This is an optimization exercise on Yosys and OpenROAD, whose aim is small area and a short achievable clock period, not a production implementation.
At most, simulation tests tie the RTL to the original design; equivalence was not proved.

==> module div_non_restore_pip, before the edit <==
module div_non_restore_pip #(parameter N = 16) (
	input          clk,
	input  [N-1:0] dividend,
	input  [N-1:0] divisor,
	output [N-1:0] quotient
);
	reg [N-1:0] R [0:N-1];
	reg [N-1:0] D [0:N-1];
	reg [N-1:0] Q [1:N-1];
	reg [N-1:0] QO, QF;
	always @(posedge clk) begin
		R[0] <= dividend;
		D[0] <= divisor;
	end
	genvar s;
	generate
		for (s = 1; s < N; s = s + 1) begin : stage
			wire [N+1:0] diff = {1'b0, R[s-1], 1'b0} - {2'b00, D[s-1]};
			wire         q    = ~diff[N+1];
			always @(posedge clk) begin
				R[s] <= q ? diff[N-1:0] : {R[s-1][N-2:0], 1'b0};
				D[s] <= D[s-1];
			end
			if (s == 1) begin : qfirst
				always @(posedge clk) Q[s] <= {{(N-1){1'b0}}, q};
			end else begin : qnext
				always @(posedge clk) Q[s] <= {Q[s-1][N-2:0], q};
			end
		end
	endgenerate
	wire [N+1:0] dlast = {1'b0, R[N-1], 1'b0} - {2'b00, D[N-1]};
	always @(posedge clk) begin
		QO <= {Q[N-1][N-2:0], ~dlast[N+1]};
		QF <= QO;
	end
	assign quotient = QF;
endmodule
clock: 4.5 ns
lec_check: 0
cap_margin: 20
core_margin: 2
core_utilization: 40
setup_slack_margin: 2.5
slew_margin: 20
standard.sh (not shown) runs the stock make flow with config.mk's settings and CLKGATE_MAP_FILE= SYNTH_SCRIPT=/design/flow/synth_recipe.tcl, a recipe that flattens the netlist after the stock synthesis.
==> flow/flow/run.sh <==
#!/bin/bash
# Own flow: the standard layout, with the synthesis's final ABC mapping
# run from flow/abc.script (delay-oriented) instead of ORFS's abc_speed.script.
set -euo pipefail
W=$(pwd)
export MY_ABC_SCRIPT=$W/flow/abc.script
export MY_ABC_D=${MY_ABC_D:-1000}
cat flow/abc_override.tcl synth_recipe.tcl > my_synth.tcl
sed "s#SYNTH_SCRIPT=[^ ]*#SYNTH_SCRIPT=$W/my_synth.tcl#" standard.sh > my_standard.sh
bash my_standard.sh > flow.log 2>&1
==> flow/flow/abc.script <==
&get -n
&st
&dch
&nf -p
&put
buffer -p
upsize {D}
dnsize {D}
==> flow/flow/abc_override.tcl <==
# Use our own ABC script and delay target for the final technology mapping
# (the generic abc inside yosys synth is unchanged).
proc abc {args} {
  set here [file dirname [file normalize [info script]]]
  set i [lsearch $args -script]
  if {$i >= 0} { lset args [expr {$i+1}] $::env(MY_ABC_SCRIPT) }
  set i [lsearch $args -D]
  if {$i >= 0} { lset args [expr {$i+1}] $::env(MY_ABC_D) } else { lappend args -D $::env(MY_ABC_D) }
  puts "abc (own script): $args"
  yosys abc {*}$args
}
==> next run, changes <==
==> flow/design.v (replaced) <==
module div_non_restore_pip #(parameter N = 16) (
	input          clk,
	input  [N-1:0] dividend,
	input  [N-1:0] divisor,
	output [N-1:0] quotient
);
	reg [N-1:0] R0, D0;
	reg [N:0]   R [1:N-1];
	reg [N-1:0] D [1:N-1];
	reg [N-1:0] Q [1:N-1];
	reg [N-1:0] QO, QF;
	always @(posedge clk) begin
		R0 <= dividend;
		D0 <= divisor;
	end
	always @(posedge clk) begin
		R[1] <= {R0, 1'b0} - {1'b0, D0};
		D[1] <= D0;
		Q[1] <= {N{1'b0}};
	end
	genvar s;
	generate
		for (s = 2; s < N; s = s + 1) begin : stage
			wire neg = R[s-1][N];
			always @(posedge clk) begin
				R[s] <= {R[s-1][N-1:0], 1'b0} + (neg ? {1'b0, D[s-1]} : ~{1'b0, D[s-1]} + 1'b1);
				D[s] <= D[s-1];
				Q[s] <= {Q[s-1][N-2:0], ~neg};
			end
		end
	endgenerate
	wire        negl = R[N-1][N];
	wire [N:0]  rl   = {R[N-1][N-1:0], 1'b0} + (negl ? {1'b0, D[N-1]} : ~{1'b0, D[N-1]} + 1'b1);
	always @(posedge clk) begin
		QO <= {Q[N-1][N-3:0], ~negl, ~rl[N]};
		QF <= QO;
	end
	assign quotient = QF;
endmodule
Outcome: The changed run finished clean. Non-clock buffer count increases by 26. Via count increases slightly. Synthesized area increases slightly. Utilization increases by 0.43 points. Final cell count increases slightly. Wire length decreases by a few percent.
No functional check of the RTL was part of the second run of this note.

---

before:
Another version of the RTL of div_non_restore_pip (not shown whole).
Size in the first run: about 2,700 cells after synthesis, roughly 49 I/O pins, roughly 28,000 um^2 of cells after synthesis.
==> module div_non_restore_pip, before the edit <==
module div_non_restore_pip #(parameter N = 16) (
	input          clk,
	input  [N-1:0] dividend,
	input  [N-1:0] divisor,
	output [N-1:0] quotient
);
	reg [N-1:0] R [0:N-1];
	reg [N-1:0] D [0:N-1];
	reg [N-1:0] Q [1:N-1];
	reg [N-1:0] QO, QF;
	always @(posedge clk) begin
		R[0] <= dividend;
		D[0] <= divisor;
	end
	genvar s;
	generate
		for (s = 1; s < N; s = s + 1) begin : stage
			wire [N+1:0] diff = {1'b0, R[s-1], 1'b0} - {2'b00, D[s-1]};
			wire         q    = ~diff[N+1];
			always @(posedge clk) begin
				R[s] <= q ? diff[N-1:0] : {R[s-1][N-2:0], 1'b0};
				D[s] <= D[s-1];
				Q[s] <= (s == 1) ? {{(N-1){1'b0}}, q} : {Q[s-1][N-2:0], q};
			end
		end
	endgenerate
	wire [N+1:0] dlast = {1'b0, R[N-1], 1'b0} - {2'b00, D[N-1]};
	always @(posedge clk) begin
		QO <= {Q[N-1][N-2:0], ~dlast[N+1]};
		QF <= QO;
	end
	assign quotient = QF;
endmodule
clock: 4.5 ns
lec_check: 0
cap_margin: 20
core_margin: 2
core_utilization: 40
slew_margin: 20
run.sh (not shown) runs the stock make flow with config.mk's settings and CLKGATE_MAP_FILE= SYNTH_SCRIPT=/design/flow/synth_recipe.tcl, a recipe that flattens the netlist after the stock synthesis.
Stock flow here: none of the scripts above is used.
### before -> after
==> flow/design.v <==
module div_non_restore_pip #(parameter N = 16) (
	input          clk,
	input  [N-1:0] dividend,
	input  [N-1:0] divisor,
	output [N-1:0] quotient
);
	reg [2*N-1:0] A[N:0];
	reg [  N-1:0] B[N:0], Q[N+1:1];
	always @(posedge clk) begin
		B[0] <= divisor;
		A[0] <= dividend + {16'hFFFF,~divisor} + 1'b1;
	end
	always @(posedge clk) begin
		if(A[0][2*N-1] == 1'b1) begin
			Q[1][0] <= 1'b0;
			A[1] 	<= {A[0][2*N-2:0],1'b0} + B[0];
		end 
		else begin
			Q[1][0] <= 1'b1;
			A[1] 	<= {A[0][2*N-2:0],1'b0} + {16'hFFFF,~B[0]} + 1'b1;
		end
		B[1] <= B[0];
	end
	genvar i;
	generate
		for (i=2; i<=N; i=i+1) begin: pipeline_block
			always @(posedge clk) begin
				if(A[i-1][2*N-1] == 1'b1) begin
					Q[i][0] <= 1'b0;
					A[i] 	<= {A[i-1][2*N-2:0],1'b0} + B[i-1];
				end 
				else begin
					Q[i][0] <= 1'b1;
					A[i] 	<= {A[i-1][2*N-2:0],1'b0} + {16'hFFFF,~B[i-1]} + 1'b1;
				end
				Q[i][N-1:1] <= Q[i-1][N-2:0];
				B[i] 		<= B[i-1];
			end
		end
	endgenerate
	always @(posedge clk) begin
		if(A[N][2*N-1] == 1'b1) begin
			Q[N+1][0] <= 1'b0;
		end 
		else begin
			Q[N+1][0] <= 1'b1;
		end
		Q[N+1][N-1:1] <= Q[N][N-2:0];
	end
	assign quotient = Q[N+1];
endmodule
--- outcome ---
after ended with more XOR/XNOR share of the synthesized area than before.
Compared with before, after shows a lower placement-stage worst setup slack.
Max freq before -> after: degraded
Looking at global-route usage, after sits 2.9 points above before.
Between after and before, width of the chip is higher for after, before comes in under that.
A capture point of the worst path of R[7][13] is what before shows, while A[7][19] belongs to after.
before -> after: cell area increased by more than half
Measured against each other, after and before differ in share of the final layout cell area in multi-input gates, the higher figure coming from after.

---

rev 12:
div_non_restore_pip, a different RTL version from the one above (not shown whole).
Size in the first run: ~710 flip-flops, roughly 49 I/O pins, about 28000 sq um of cells after synthesis.
==> module div_non_restore_pip, before the edit <==
module div_non_restore_pip #(parameter N = 16) (
	input          clk,
	input  [N-1:0] dividend,
	input  [N-1:0] divisor,
	output [N-1:0] quotient
);
	reg [N-1:0] R0, D0;
	reg [N:0]   R  [1:N-1];
	reg         NB [1:N-1];
	reg         QB [1:N-1];
	reg         PB [1:N-1];
	reg [N-1:0] D  [1:N-1];
	reg [N-1:0] Q  [1:N-1];
	reg [N-1:0] QO, QF;
	always @(posedge clk) begin
		R0 <= dividend;
		D0 <= divisor;
	end
	wire [N:0] r1 = {R0, 1'b0} - {1'b0, D0};
	always @(posedge clk) begin
		R[1]  <= r1;
		NB[1] <= r1[N];
		QB[1] <= ~r1[N];
		PB[1] <= ~r1[N];
		D[1]  <= D0;
		Q[1]  <= {N{1'b0}};
	end
	genvar s, j;
	generate
		for (s = 2; s <= N; s = s + 1) begin : stage
			wire        neg  = R[s-1][N];
			wire        neg2 = NB[s-1];
			wire        pos  = QB[s-1];
			wire        pos2 = PB[s-1];
			wire [N:0]  b;
			for (j = 0; j < N; j = j + 1) begin : op
				if (j < N / 4)          begin : q0 assign b[j] = D[s-1][j] ^ pos;     end
				else if (j < N / 2)     begin : q1 assign b[j] = D[s-1][j] ^ pos2;    end
				else if (j < 3 * N / 4) begin : q2 assign b[j] = ~(D[s-1][j] ^ neg);  end
				else                    begin : q3 assign b[j] = ~(D[s-1][j] ^ neg2); end
			end
			assign b[N] = ~neg2;
			wire [N:0] rn = {R[s-1][N-1:0], 1'b0} + b + {{N{1'b0}}, pos};
			wire [N:0] t  = {R[s-1][N-1:0], 1'b0} + {pos2, b[N-1:0]} + {{N{1'b0}}, pos};
			if (s < N) begin : mid
				always @(posedge clk) begin
					R[s]  <= rn;
					NB[s] <= t[N];
					QB[s] <= ~rn[N];
					PB[s] <= ~t[N];
					D[s]  <= D[s-1];
					Q[s]  <= {Q[s-1][N-2:0], pos};
				end
			end else begin : last
				always @(posedge clk) begin
					QO <= {Q[N-1][N-3:0], pos, ~rn[N]};
					QF <= QO;
				end
			end
		end
	endgenerate
	assign quotient = QF;
endmodule
export LEC_CHECK = 0
export CAP_MARGIN = 20
export CORE_MARGIN = 2
export CORE_UTILIZATION = 55
export CTS_BUF_LIST = sky130_fd_sc_hd__clkbuf_16
export CTS_CLUSTER_DIAMETER = 80
export CTS_CLUSTER_SIZE = 30
export PLACE_DENSITY = 0.75
export SETUP_SLACK_MARGIN = 2.3
export SLEW_MARGIN = 20
create_clock -name core_clock -period 4.5 [get_ports {clk}]
standard.sh (not shown) runs the stock make flow with config.mk's settings and CLKGATE_MAP_FILE= SYNTH_SCRIPT=/design/flow/synth_recipe.tcl, a recipe that flattens the netlist after the stock synthesis.
==> flow/flow/run.sh <==
#!/bin/bash
# Own flow: the standard layout, with the synthesis's final ABC mapping
# run from flow/abc.script (delay-oriented) instead of ORFS's abc_speed.script,
# and the port buffers made with buf_2 cells.
# flow/make_args, if present, holds extra make variable settings.
set -euo pipefail
W=$(pwd)
export MY_ABC_SCRIPT=$W/flow/abc.script
export MY_ABC_D=${MY_ABC_D:-1000}
export BUFFER_PORTS_ARGS="-buffer_cell sky130_fd_sc_hd__buf_2"
EXTRA=()
if [[ -f flow/make_args ]]; then read -r -a EXTRA < flow/make_args; fi
cat flow/abc_override.tcl synth_recipe.tcl > my_synth.tcl
sed "s#SYNTH_SCRIPT=[^ ]*#SYNTH_SCRIPT=$W/my_synth.tcl#" standard.sh > my_standard.sh
bash my_standard.sh "${EXTRA[@]}" finish > flow.log 2>&1
==> flow/flow/make_args <==
ADDER_MAP_FILE=
Scripts as last shown in full above: flow/flow/abc.script, flow/flow/abc_override.tcl
diff inputs: rev 12 => rev 13
==> flow/design.v <==
module div_non_restore_pip #(parameter N = 16) (
	input          clk,
	input  [N-1:0] dividend,
	input  [N-1:0] divisor,
	output [N-1:0] quotient
);
	localparam H = N / 2;
	reg [N-1:0] R0, D0;
	reg [N:0]   R  [1:N-1];
	reg         QB [1:N-1];
	reg [N-1:0] D  [1:N-1];
	reg [N-1:0] Q  [1:N-1];
	reg [N-1:0] QO, QF;
	always @(posedge clk) begin
		R0 <= dividend;
		D0 <= divisor;
	end
	wire [N:0] r1 = {R0, 1'b0} - {1'b0, D0};
	always @(posedge clk) begin
		R[1]  <= r1;
		QB[1] <= ~r1[N];
		D[1]  <= D0;
		Q[1]  <= {N{1'b0}};
	end
	genvar s, j;
	generate
		for (s = 2; s <= N; s = s + 1) begin : stage
			wire        neg = R[s-1][N];
			wire        pos = QB[s-1];
			wire [N:0]  b;
			for (j = 0; j <= N; j = j + 1) begin : op
				wire dj = (j < N) ? D[s-1][j] : 1'b0;
				if (j < H) begin : lo
					assign b[j] = dj ^ pos;
				end else begin : hi
					assign b[j] = ~(dj ^ neg);
				end
			end
			wire [N:0] rn = {R[s-1][N-1:0], 1'b0} + b + {{N{1'b0}}, pos};
			if (s < N) begin : mid
				always @(posedge clk) begin
					R[s]  <= rn;
					QB[s] <= ~rn[N];
					D[s]  <= D[s-1];
					Q[s]  <= {Q[s-1][N-2:0], pos};
				end
			end else begin : last
				always @(posedge clk) begin
					QO <= {Q[N-1][N-3:0], pos, ~rn[N]};
					QF <= QO;
				end
			end
		end
	endgenerate
	assign quotient = QF;
endmodule
Results
Compared with rev 12, rev 13 shows data arrival time of the critical path higher by 20 ps. Between rev 12 and rev 13, the flow reports via count decreasing by a few percent. Rev 13 vs rev 12 — proportion of cell area occupied by registers dropped 0.40 points. NOTE: flip-flop and latch count in rev 13 falls short of that of rev 12. Global-route wire length before repair: rev 13 vs rev 12 down 6.8%. Row routing usage on met1: rev 13 lower / rev 12 higher. Rev 12 reports its start point of the critical path as D0[3] while rev 13 reports QB[14]. Status: insertion delay to the later sink of the worst-skew pair parity (rev 12, rev 13). From rev 12 to rev 13 the numbers moved as follows: number of non-clock buffers in the layout climbed about 6%, number of hold buffers added after cts barely changed.
For rev 12, only the layout was checked, not whether the RTL still works.

port drivers added, routing unchanged:
The flow's constraints put no driver on any port. The routed layouts listed below were extracted and timed again, unchanged, in two steps.
Step 1 assumes that a clkbuf_16 drives the clock port and a buf_2 every other input.
Step 2, shift: input delay + t, output delay - t, t = (earliest + latest rising clock arrival at the registers) / 2. This alone moves slack from input paths to output paths.
a / b / c = ideal / step 1 / step 2; a / b = the first two.
run	shift t [ns]	setup slack, ns	latest minus earliest clock arrival (ns)
the first run of note 1	0.673	2.332 / 2.332 / 2.332	0.030 / 0.029
the second run of note 1	0.661	1.632 / 1.632 / 1.632	0.032 / 0.033
before	0.670	1.122 / 1.122 / 1.122	0.038 / 0.038
after	0.758	0.992 / 0.992 / 0.286	0.042 / 0.042
rev 12	0.691	2.271 / 2.271 / 2.271	0.027 / 0.028
rev 13	0.675	2.263 / 2.263 / 2.263	0.047 / 0.046
After both steps every run listed still meets setup and hold. The setup slack of after, which loses most, moves by 0.000 ns with the drivers and by -0.706 ns with both steps.
